Source: an optimization exercise on an open RTL-to-GDS flow (aim: small area and a short achievable clock period). Production flows keep margins and buffers that such runs may drop. In this exercise RTL edits were held to simulation tests only and were not proved equivalent to the original.

Setup of blue:
// pipelined_array_multiplier
module pipelined_array_multiplier (
    input  logic        clk_i,
    input  logic        clk_en_i,
    input  logic        rst_n_i,
    input  logic [31:0] multiplicand_i,
    input  logic [31:0] multiplier_i,
    input  logic        data_valid_i,
    output logic [63:0] product_o,
    output logic        data_valid_o
);
Size in the first run: about 2900 cells after synthesis, about 130 I/O pins, about 36000 µm² of cells after synthesis.
clock: 11.0 ns
lec_check: 0
cap_margin: 20
core_margin: 2
core_utilization: 40
slew_margin: 20
synth_hierarchical: 1
synth_minimum_keep_size: 0
standard.sh (not shown) runs the stock make flow with config.mk's settings and CLKGATE_MAP_FILE= SYNTH_SCRIPT=/design/flow/synth_recipe.tcl, a recipe that flattens the netlist after the stock synthesis.
==> flow/flow/run.sh <==
#!/bin/bash
# Layout flow: the standard ORFS flow (standard.sh) with the standard
# synthesis unchanged, plus
#  - after floorplan, combinational cells downsized to their smallest drive
#    strength (flow/downsize.tcl), so that area is only spent where timing
#    repair asks for it;
#  - optionally, timing repair also right after detailed placement
#    (flow/place_repair.tcl);
#  - optionally a chosen buffer cell for the port buffers.
# Settings are in flow/settings.sh. Each tool's output goes to a log here.
set -euo pipefail
cd "$(dirname "$0")/.."
W=$PWD
source flow/settings.sh
args=()
if [[ "$DOWNSIZE" != "none" ]]; then
  args+=("POST_FLOORPLAN_TCL=$W/flow/downsize.tcl" "DOWNSIZE_FAMILIES=$DOWNSIZE")
fi
args+=("SETUP_SLACK_MARGIN=$SETUP_MARGIN")
if [[ "${PLACE_REPAIR:-0}" == 1 ]]; then
  args+=("POST_DETAIL_PLACE_TCL=$W/flow/place_repair.tcl")
fi
if [[ -n "$PORT_BUFFER" ]]; then
  args+=("BUFFER_PORTS_ARGS=-buffer_cell $PORT_BUFFER")
fi
args+=($EXTRA)
bash standard.sh synth > flow_synth.log 2>&1
bash standard.sh "${args[@]}" finish > flow_layout.log 2>&1
==> flow/flow/settings.sh <==
SETUP_MARGIN=7.55
DOWNSIZE="all"
PORT_BUFFER=sky130_fd_sc_hd__buf_2
PLACE_REPAIR=0
EXTRA="CTS_CLUSTER_SIZE=35 CTS_CLUSTER_DIAMETER=100 CORE_UTILIZATION=55"
Other scripts of this flow, unchanged in this note and not shown: flow/flow/downsize.tcl, flow/flow/place_repair.tcl
Modified inputs, purple compared to blue
==> flow/flow/settings.sh <==
SETUP_MARGIN=7.55
DOWNSIZE="all"
PORT_BUFFER=sky130_fd_sc_hd__buf_2
PLACE_REPAIR=1
EXTRA=""
## What came out
Changes observed in purple relative to blue: pin count of the biggest net entering global routing now sits higher, depth of the critical timing path with buffers and inverters included increased 1. In purple, the largest driver fanout on the critical path came out 2 below the value in blue. In the metrics for blue and purple, the one carrying the lower initial antenna violation count is purple. purple reports a lower register share of the cell area than blue does. [purple] share of the core filled with cells in the final layout fell 15 points relative to blue. Diff purple..blue | fraction of the mapped netlist area in compound gates | unchanged. From purple to blue, number of antenna-violating nets in the routed design did not move at all.

========
## job 5978
Starting RTL as in the previous note.
clock: 11.0 ns
lec_check: 0
cap_margin: 20
core_margin: 2
core_utilization: 40
slew_margin: 20
synth_hierarchical: 1
synth_minimum_keep_size: 0
==> flow/flow/downsize.tcl <==
# Downsize combinational cells to the smallest drive strength of their
# family (same function and footprint). Timing repair later sizes the
# critical ones back up. Registers and clock cells are left alone.
# DOWNSIZE_FAMILIES: space-separated family names (e.g. a22oi), or "all".
set families [expr {[info exists ::env(DOWNSIZE_FAMILIES)] ? $::env(DOWNSIZE_FAMILIES) : "all"}]
set skip {^(dfxtp|dfxbp|dfrtp|dfrbp|dfstp|dfbbp|dfsbp|dfrtn|dfbbn|edfxtp|edfxbp|sdf.*|sedf.*|dl.*|clk.*|conb|tap.*|fill.*|decap.*|diode.*|probe.*|lpflow.*)$}
set smallest [dict create]
set count 0
foreach inst [get_cells *] {
  set ref [get_property $inst ref_name]
  if {![regexp {^sky130_fd_sc_hd__(.+)_(\d+)$} $ref -> fam drive]} { continue }
  if {[regexp $skip $fam]} { continue }
  if {$families ne "all" && [lsearch -exact $families $fam] < 0} { continue }
  if {![dict exists $smallest $fam]} {
    set best ""
    set best_area 1e9
    foreach lc [get_lib_cells sky130_fd_sc_hd__${fam}_*] {
      set name [get_property $lc name]
      if {![regexp "^sky130_fd_sc_hd__${fam}_\\d+\$" $name]} { continue }
      if {[get_property $lc dont_use]} { continue }
      set a [get_property $lc area]
      if {$a < $best_area} { set best $name; set best_area $a }
    }
    dict set smallest $fam $best
  }
  set to [dict get $smallest $fam]
  if {$to ne "" && $to ne $ref} {
    replace_cell $inst $to
    incr count
  }
}
puts "downsize: replaced $count cells"
==> flow/flow/place_repair.tcl <==
log_cmd estimate_parasitics -placement
repair_timing_helper -setup
detailed_placement
optimize_mirroring
log_cmd estimate_parasitics -placement
==> flow/flow/settings.sh <==
SETUP_MARGIN=7.55
DOWNSIZE="all"
PORT_BUFFER=sky130_fd_sc_hd__buf_2
PLACE_REPAIR=0
EXTRA="CORE_UTILIZATION=55"
Scripts as last shown in full above: flow/flow/run.sh
For job 577, these inputs were changed with respect to job 5978:
-- flow/flow/settings.sh --
<<< job 5978, line 5
EXTRA="CORE_UTILIZATION=55"
>>> job 577, line 5
EXTRA="CTS_CLUSTER_SIZE=30 CTS_CLUSTER_DIAMETER=100 CORE_UTILIZATION=55"
### Flow results
- Job 577 ends up with lower maximum net fanout on the critical path than job 5978 does.
- Any difference in xor-xnor portion of the synthesized cell area between job 577 and job 5978 is small enough to ignore.
- Compared with job 5978, in job 577 register fraction of the total cell area now sits higher, worst setup slack now sits higher.
- The lower non-clock buffer count came out of job 5978.
- Against job 5978, job 577 comes in 191 lower on via count.
- Share of the cycle needed by the critical path after routing, job 5978 and job 577: lower on job 577
Relative to job 577, the following input files were edited for job 5185:
==> flow/flow/settings.sh <==
SETUP_MARGIN=7.55
DOWNSIZE="all"
PORT_BUFFER=sky130_fd_sc_hd__buf_2
PLACE_REPAIR=0
EXTRA="CTS_CLUSTER_SIZE=30 CTS_CLUSTER_DIAMETER=100 CORE_UTILIZATION=55 GPL_ROUTABILITY_DRIVEN=0"
==> run summary <==
Delta (job 5185 minus job 577): total routed wire length on the met1 layer went down by 1.1%; data arrival at the endpoint of the critical path up 0.03 ns; final critical-path share of the clock period climbed 0.37 points; via count up about 1.1%; final-layout non-clock buffer area share fell 0.21 points. Minimum clock period after layout: job 5185 worse than job 577. Taking job 577 as the reference point, the routed wire length of job 5185 falls by 1.1%.

========
pipelined_array_multiplier again, from the RTL that the note above started with.
Settings: LEC_CHECK=0, CAP_MARGIN=20, CORE_MARGIN=2, CORE_UTILIZATION=40, SLEW_MARGIN=20, SYNTH_HIERARCHICAL=1, SYNTH_MINIMUM_KEEP_SIZE=0; clock period 11.0 ns.
==> flow/flow/settings.sh <==
SETUP_MARGIN=7.55
DOWNSIZE="all"
PORT_BUFFER=sky130_fd_sc_hd__buf_2
PLACE_REPAIR=0
EXTRA="CTS_CLUSTER_SIZE=30 CTS_CLUSTER_DIAMETER=100 CORE_UTILIZATION=55 TNS_END_PERCENT=20"
Scripts as last shown in full above: flow/flow/run.sh, flow/flow/downsize.tcl, flow/flow/place_repair.tcl
Edit:
==> flow/flow/settings.sh (replaced) <==
SETUP_MARGIN=7.55
DOWNSIZE="all"
PORT_BUFFER=sky130_fd_sc_hd__buf_2
PLACE_REPAIR=0
EXTRA="CTS_CLUSTER_SIZE=30 CTS_CLUSTER_DIAMETER=100 CORE_UTILIZATION=60 PLACE_DENSITY=0.75"
=> Area after synthesis stays the same; flip-flop and latch count does not change; first-iteration DRC count is higher by about 20%; maximum frequency increases by 2.2%.
Edit:
==> flow/flow/settings.sh (replaced) <==
SETUP_MARGIN=7.55
DOWNSIZE="all"
PORT_BUFFER=sky130_fd_sc_hd__buf_2
PLACE_REPAIR=0
EXTRA="CTS_CLUSTER_SIZE=20 CTS_CLUSTER_DIAMETER=60 CORE_UTILIZATION=55"
Outcome: Via count went down by 2.1%. Flip-flop and latch count stays the same. Count of clock-buffer cells in the layout went up by 16. Setup slack got worse by 0.011 ns. Design area went up by 2.5%.

========
== xenon ==
Starting RTL as in the previous note.
clock: 11.0 ns
lec_check: 0
cap_margin: 20
core_margin: 2
core_utilization: 40
slew_margin: 20
synth_hierarchical: 1
synth_minimum_keep_size: 0
==> flow/flow/settings.sh <==
SETUP_MARGIN=7.5
DOWNSIZE="all"
PORT_BUFFER=sky130_fd_sc_hd__buf_2
PLACE_REPAIR=0
EXTRA="CTS_CLUSTER_SIZE=30 CTS_CLUSTER_DIAMETER=100 CORE_UTILIZATION=55"
Scripts as last shown in full above: flow/flow/run.sh, flow/flow/downsize.tcl, flow/flow/place_repair.tcl
#### Input delta (pepper over xenon)
==> flow/flow/settings.sh <==
SETUP_MARGIN=7.6
DOWNSIZE="all"
PORT_BUFFER=sky130_fd_sc_hd__buf_2
PLACE_REPAIR=0
EXTRA="CTS_CLUSTER_SIZE=30 CTS_CLUSTER_DIAMETER=100 CORE_UTILIZATION=65"
- Diff pepper..xenon | total grt overflow | unchanged
- Per the comparison of pepper with xenon, worst-path maximum fanout went down; post-place instance area went down; fraction of area in registers went down.
- Cmp xenon and pepper / met3 track utilization from global routing / lower: xenon
- Relative to xenon, the final wirelength measured on pepper has decreased by a few percent.
- Re setup-violating endpoint count in the final report: no difference whatsoever between pepper and xenon.
- Final weighted congestion of routability-driven global placement (lower): xenon
For harbor, these inputs were changed with respect to pepper:
==> flow/flow/settings.sh <==
SETUP_MARGIN=7.55
DOWNSIZE="all"
PORT_BUFFER=sky130_fd_sc_hd__buf_1
PLACE_REPAIR=0
EXTRA="CTS_CLUSTER_SIZE=30 CTS_CLUSTER_DIAMETER=100 CORE_UTILIZATION=55"
Relative to pepper, the initial core utilization of harbor is lower by 9.8 points.
Changes observed in harbor relative to pepper: area enclosed by the die boundary shows an increase of 18%; maximum fanout along the worst path increased by 29 relative to the old numbers; overall die width went up by about 9%; worst-case hold slack grew by 3.5 ps.
Input changes introduced in raven (baseline for comparison: harbor):
==> flow/flow/settings.sh <==
SETUP_MARGIN=7.55
DOWNSIZE="all"
PORT_BUFFER=sky130_fd_sc_hd__buf_2
PLACE_REPAIR=0
EXTRA="CTS_CLUSTER_SIZE=25 CTS_CLUSTER_DIAMETER=80 CORE_UTILIZATION=55"
- Per the final summary, raven finished and its layout is clean on timing, DRC and antenna.
- Compare harbor and raven | diode insertion count for antenna repair higher: harbor
- Looking at routed wire length across both flows, raven is the weaker of the two, with harbor ahead.
- Across both runs, overall routing resource usage was higher for raven than for harbor.
- a_q[26] as the critical path startpoint was reported by harbor, and r0_q[37] by raven.
- First-pass GRT wire length: raven vs harbor, no meaningful difference
- Comparing the two runs side by side, raven comes out behind harbor on final area.
## Diff of input files: maple against raven
diff --git a/flow/flow/run.sh b/flow/flow/run.sh
--- a/flow/flow/run.sh
+++ b/flow/flow/run.sh
@@ -7,2 +6,0 @@
-#  - optionally, timing repair also right after detailed placement
-#    (flow/place_repair.tcl);
@@ -20,3 +17,0 @@
-if [[ "${PLACE_REPAIR:-0}" == 1 ]]; then
-  args+=("POST_DETAIL_PLACE_TCL=$W/flow/place_repair.tcl")
-fi
==> flow/flow/settings.sh <==
SETUP_MARGIN=7.45
DOWNSIZE="all"
PORT_BUFFER=sky130_fd_sc_hd__buf_2
EXTRA=""
removed: flow/flow/place_repair.tcl
==> run summary <==
- maple ended up with a higher largest net degree at the start of global routing than raven did.
- maple vs raven on setup slack: maple is the lower one.
- Layout overhead on the synthesized area: maple and raven compared, lower one is maple
- Shortest clock period the worst path allows after layout on maple is up relative to raven.
- Relative to raven, maple improves count of vias placed by the detailed router.
- Diff raven -> maple: area of placed instances has increased; number of H-tree branching levels has increased.
- Density: maple sparser than raven

========
pipelined_array_multiplier again, from the RTL that the note above started with.
// pipelined_array_multiplier
module pipelined_array_multiplier (
    input  logic        clk_i,
    input  logic        clk_en_i,
    input  logic        rst_n_i,
    input  logic [31:0] multiplicand_i,
    input  logic [31:0] multiplier_i,
    input  logic        data_valid_i,
    output logic [63:0] product_o,
    output logic        data_valid_o
);
Settings: LEC_CHECK=0, CAP_MARGIN=20, CORE_MARGIN=2, CORE_UTILIZATION=40, SLEW_MARGIN=20, SYNTH_HIERARCHICAL=1, SYNTH_MINIMUM_KEEP_SIZE=0; clock period 11.0 ns.
==> flow/flow/run.sh <==
#!/bin/bash
# Layout flow: the standard ORFS flow (standard.sh) with the standard
# synthesis unchanged, plus
#  - after floorplan, combinational cells downsized to their smallest drive
#    strength (flow/downsize.tcl), so that area is only spent where timing
#    repair asks for it;
#  - optionally, timing repair also right after detailed placement
#    (flow/place_repair.tcl);
#  - optionally a chosen buffer cell for the port buffers.
# Settings are in flow/settings.sh. Each tool's output goes to a log here.
set -euo pipefail
cd "$(dirname "$0")/.."
W=$PWD
source flow/settings.sh
args=()
if [[ "$DOWNSIZE" != "none" ]]; then
  args+=("POST_FLOORPLAN_TCL=$W/flow/downsize.tcl" "DOWNSIZE_FAMILIES=$DOWNSIZE")
fi
args+=("SETUP_SLACK_MARGIN=$SETUP_MARGIN")
if [[ "${PLACE_REPAIR:-0}" == 1 ]]; then
  args+=("POST_DETAIL_PLACE_TCL=$W/flow/place_repair.tcl")
fi
if [[ -n "$PORT_BUFFER" ]]; then
  args+=("BUFFER_PORTS_ARGS=-buffer_cell $PORT_BUFFER")
fi
args+=($EXTRA)
bash standard.sh synth > flow_synth.log 2>&1
bash standard.sh "${args[@]}" finish > flow_layout.log 2>&1
==> flow/flow/place_repair.tcl <==
log_cmd estimate_parasitics -placement
repair_timing_helper -setup
detailed_placement
optimize_mirroring
log_cmd estimate_parasitics -placement
==> flow/flow/settings.sh <==
SETUP_MARGIN=7.55
DOWNSIZE="all"
PORT_BUFFER=sky130_fd_sc_hd__buf_2
PLACE_REPAIR=0
EXTRA="CTS_CLUSTER_SIZE=30 CTS_CLUSTER_DIAMETER=100 CORE_UTILIZATION=55 SLEW_MARGIN=0 CAP_MARGIN=0"
Scripts as last shown in full above: flow/flow/downsize.tcl
Edit:
--- a/flow/flow/run.sh
+++ b/flow/flow/run.sh
@@ -7,2 +6,0 @@
-#  - optionally, timing repair also right after detailed placement
-#    (flow/place_repair.tcl);
@@ -20,3 +17,0 @@
-if [[ "${PLACE_REPAIR:-0}" == 1 ]]; then
-  args+=("POST_DETAIL_PLACE_TCL=$W/flow/place_repair.tcl")
-fi
==> flow/flow/settings.sh (replaced) <==
SETUP_MARGIN=7.35
DOWNSIZE="all"
PORT_BUFFER=sky130_fd_sc_hd__buf_2
EXTRA=""
removed: flow/flow/place_repair.tcl
The new run passed the timing, DRC and antenna checks.
First-iteration DRC count goes down by about 14%.
Worst hold slack is worse by 13 ps.
Via count goes down by about 1.5%.
Design area stays flat.
Utilization goes down by 16 points.
Area after synthesis stays the same.
Clock skew goes down by 8.0 ps.
Critical path depth stays the same.
Worst setup slack is worse by 220 ps.
Edit:
--- a/flow/flow/run.sh
+++ b/flow/flow/run.sh
@@ -6,0 +7,2 @@
+#  - optionally, timing repair also right after detailed placement
+#    (flow/place_repair.tcl);
@@ -17,0 +20,3 @@
+if [[ "${PLACE_REPAIR:-0}" == 1 ]]; then
+  args+=("POST_DETAIL_PLACE_TCL=$W/flow/place_repair.tcl")
+fi
==> flow/flow/place_repair.tcl (new file) <==
log_cmd estimate_parasitics -placement
repair_timing_helper -setup
detailed_placement
optimize_mirroring
log_cmd estimate_parasitics -placement
==> flow/flow/settings.sh (replaced) <==
SETUP_MARGIN=7.65
DOWNSIZE="all"
PORT_BUFFER=sky130_fd_sc_hd__buf_2
PLACE_REPAIR=0
EXTRA="CTS_CLUSTER_SIZE=30 CTS_CLUSTER_DIAMETER=100 CORE_UTILIZATION=55"
The new run ran to the end with no violations.
Hold slack gains 3.0 ps.
Maximum frequency climbs by a few percent.
Die area drops by a quarter to a third.
Final cell count goes down by a little under a tenth.
Sequential share of layout area goes down by 1.4 points.
Core utilization rises by 20 points.
Count of clock-buffer cells in the layout went down by 26.

-- re-timing with driven ports --
In the flow no input, the clock included, has a driving cell. The finished layouts below were timed again as built, in two steps. Step 1 (the two cells are an assumption about what drives the block):
set clk [get_ports {clk_i}]
set_driving_cell -lib_cell sky130_fd_sc_hd__clkbuf_16 $clk
set_driving_cell -lib_cell sky130_fd_sc_hd__buf_2 [delete_from_list [all_inputs] $clk]
Step 2 moves the port delays by t, midway between the first and last clock arrival at a register: inputs arrive t later, outputs are due t later. That takes back most of the time a late clock gives input paths. a / b / c = no drivers / after step 1 / after step 2; a / b = the first two.
run | t (ns) | setup slack, ns | worst setup path after step 2 | worst slew at a driven data input, ns
blue | 0.655 | 7.513 / 7.513 / 7.007 | input to register | 0.05
purple | 0.635 | 7.527 / 7.527 / 7.049 | input to register | 0.06
job 5978 | 0.637 | 7.526 / 7.526 / 7.069 | input to register | 0.05
job 577 | 0.645 | 7.572 / 7.536 / 7.022 | input to register | 0.05
job 5185 | 0.633 | 7.531 / 7.527 / 7.132 | input to register | 0.05
the first run of note 3 | 0.638 | 7.445 / 7.445 / 6.934 | input to register | 0.05
the second run of note 3 | 0.631 | 7.523 / 7.517 / 6.998 | input to register | 0.05
the third run of note 3 | 0.627 | 7.511 / 7.511 / 7.093 | input to register | 0.05
xenon | 0.642 | 7.523 / 7.494 / 7.020 | input to register | 0.06
pepper | 0.627 | 7.547 / 7.503 / 7.136 | input to register | 0.05
harbor | 0.628 | 7.530 / 7.530 / 7.047 | input to register | 0.05
raven | 0.651 | 7.484 / 7.484 / 7.030 | input to register | 0.05
maple | 0.645 | 7.476 / 7.476 / 7.057 | input to register | 0.06
the first run of note 5 | 0.645 | 7.572 / 7.536 / 7.022 | input to register | 0.05
the second run of note 5 | 0.653 | 7.347 / 7.347 / 6.870 | input to register | 0.07
the third run of note 5 | 0.646 | 7.537 / 7.478 / 7.159 | input to register | 0.07
After both steps every run listed still meets setup and hold.
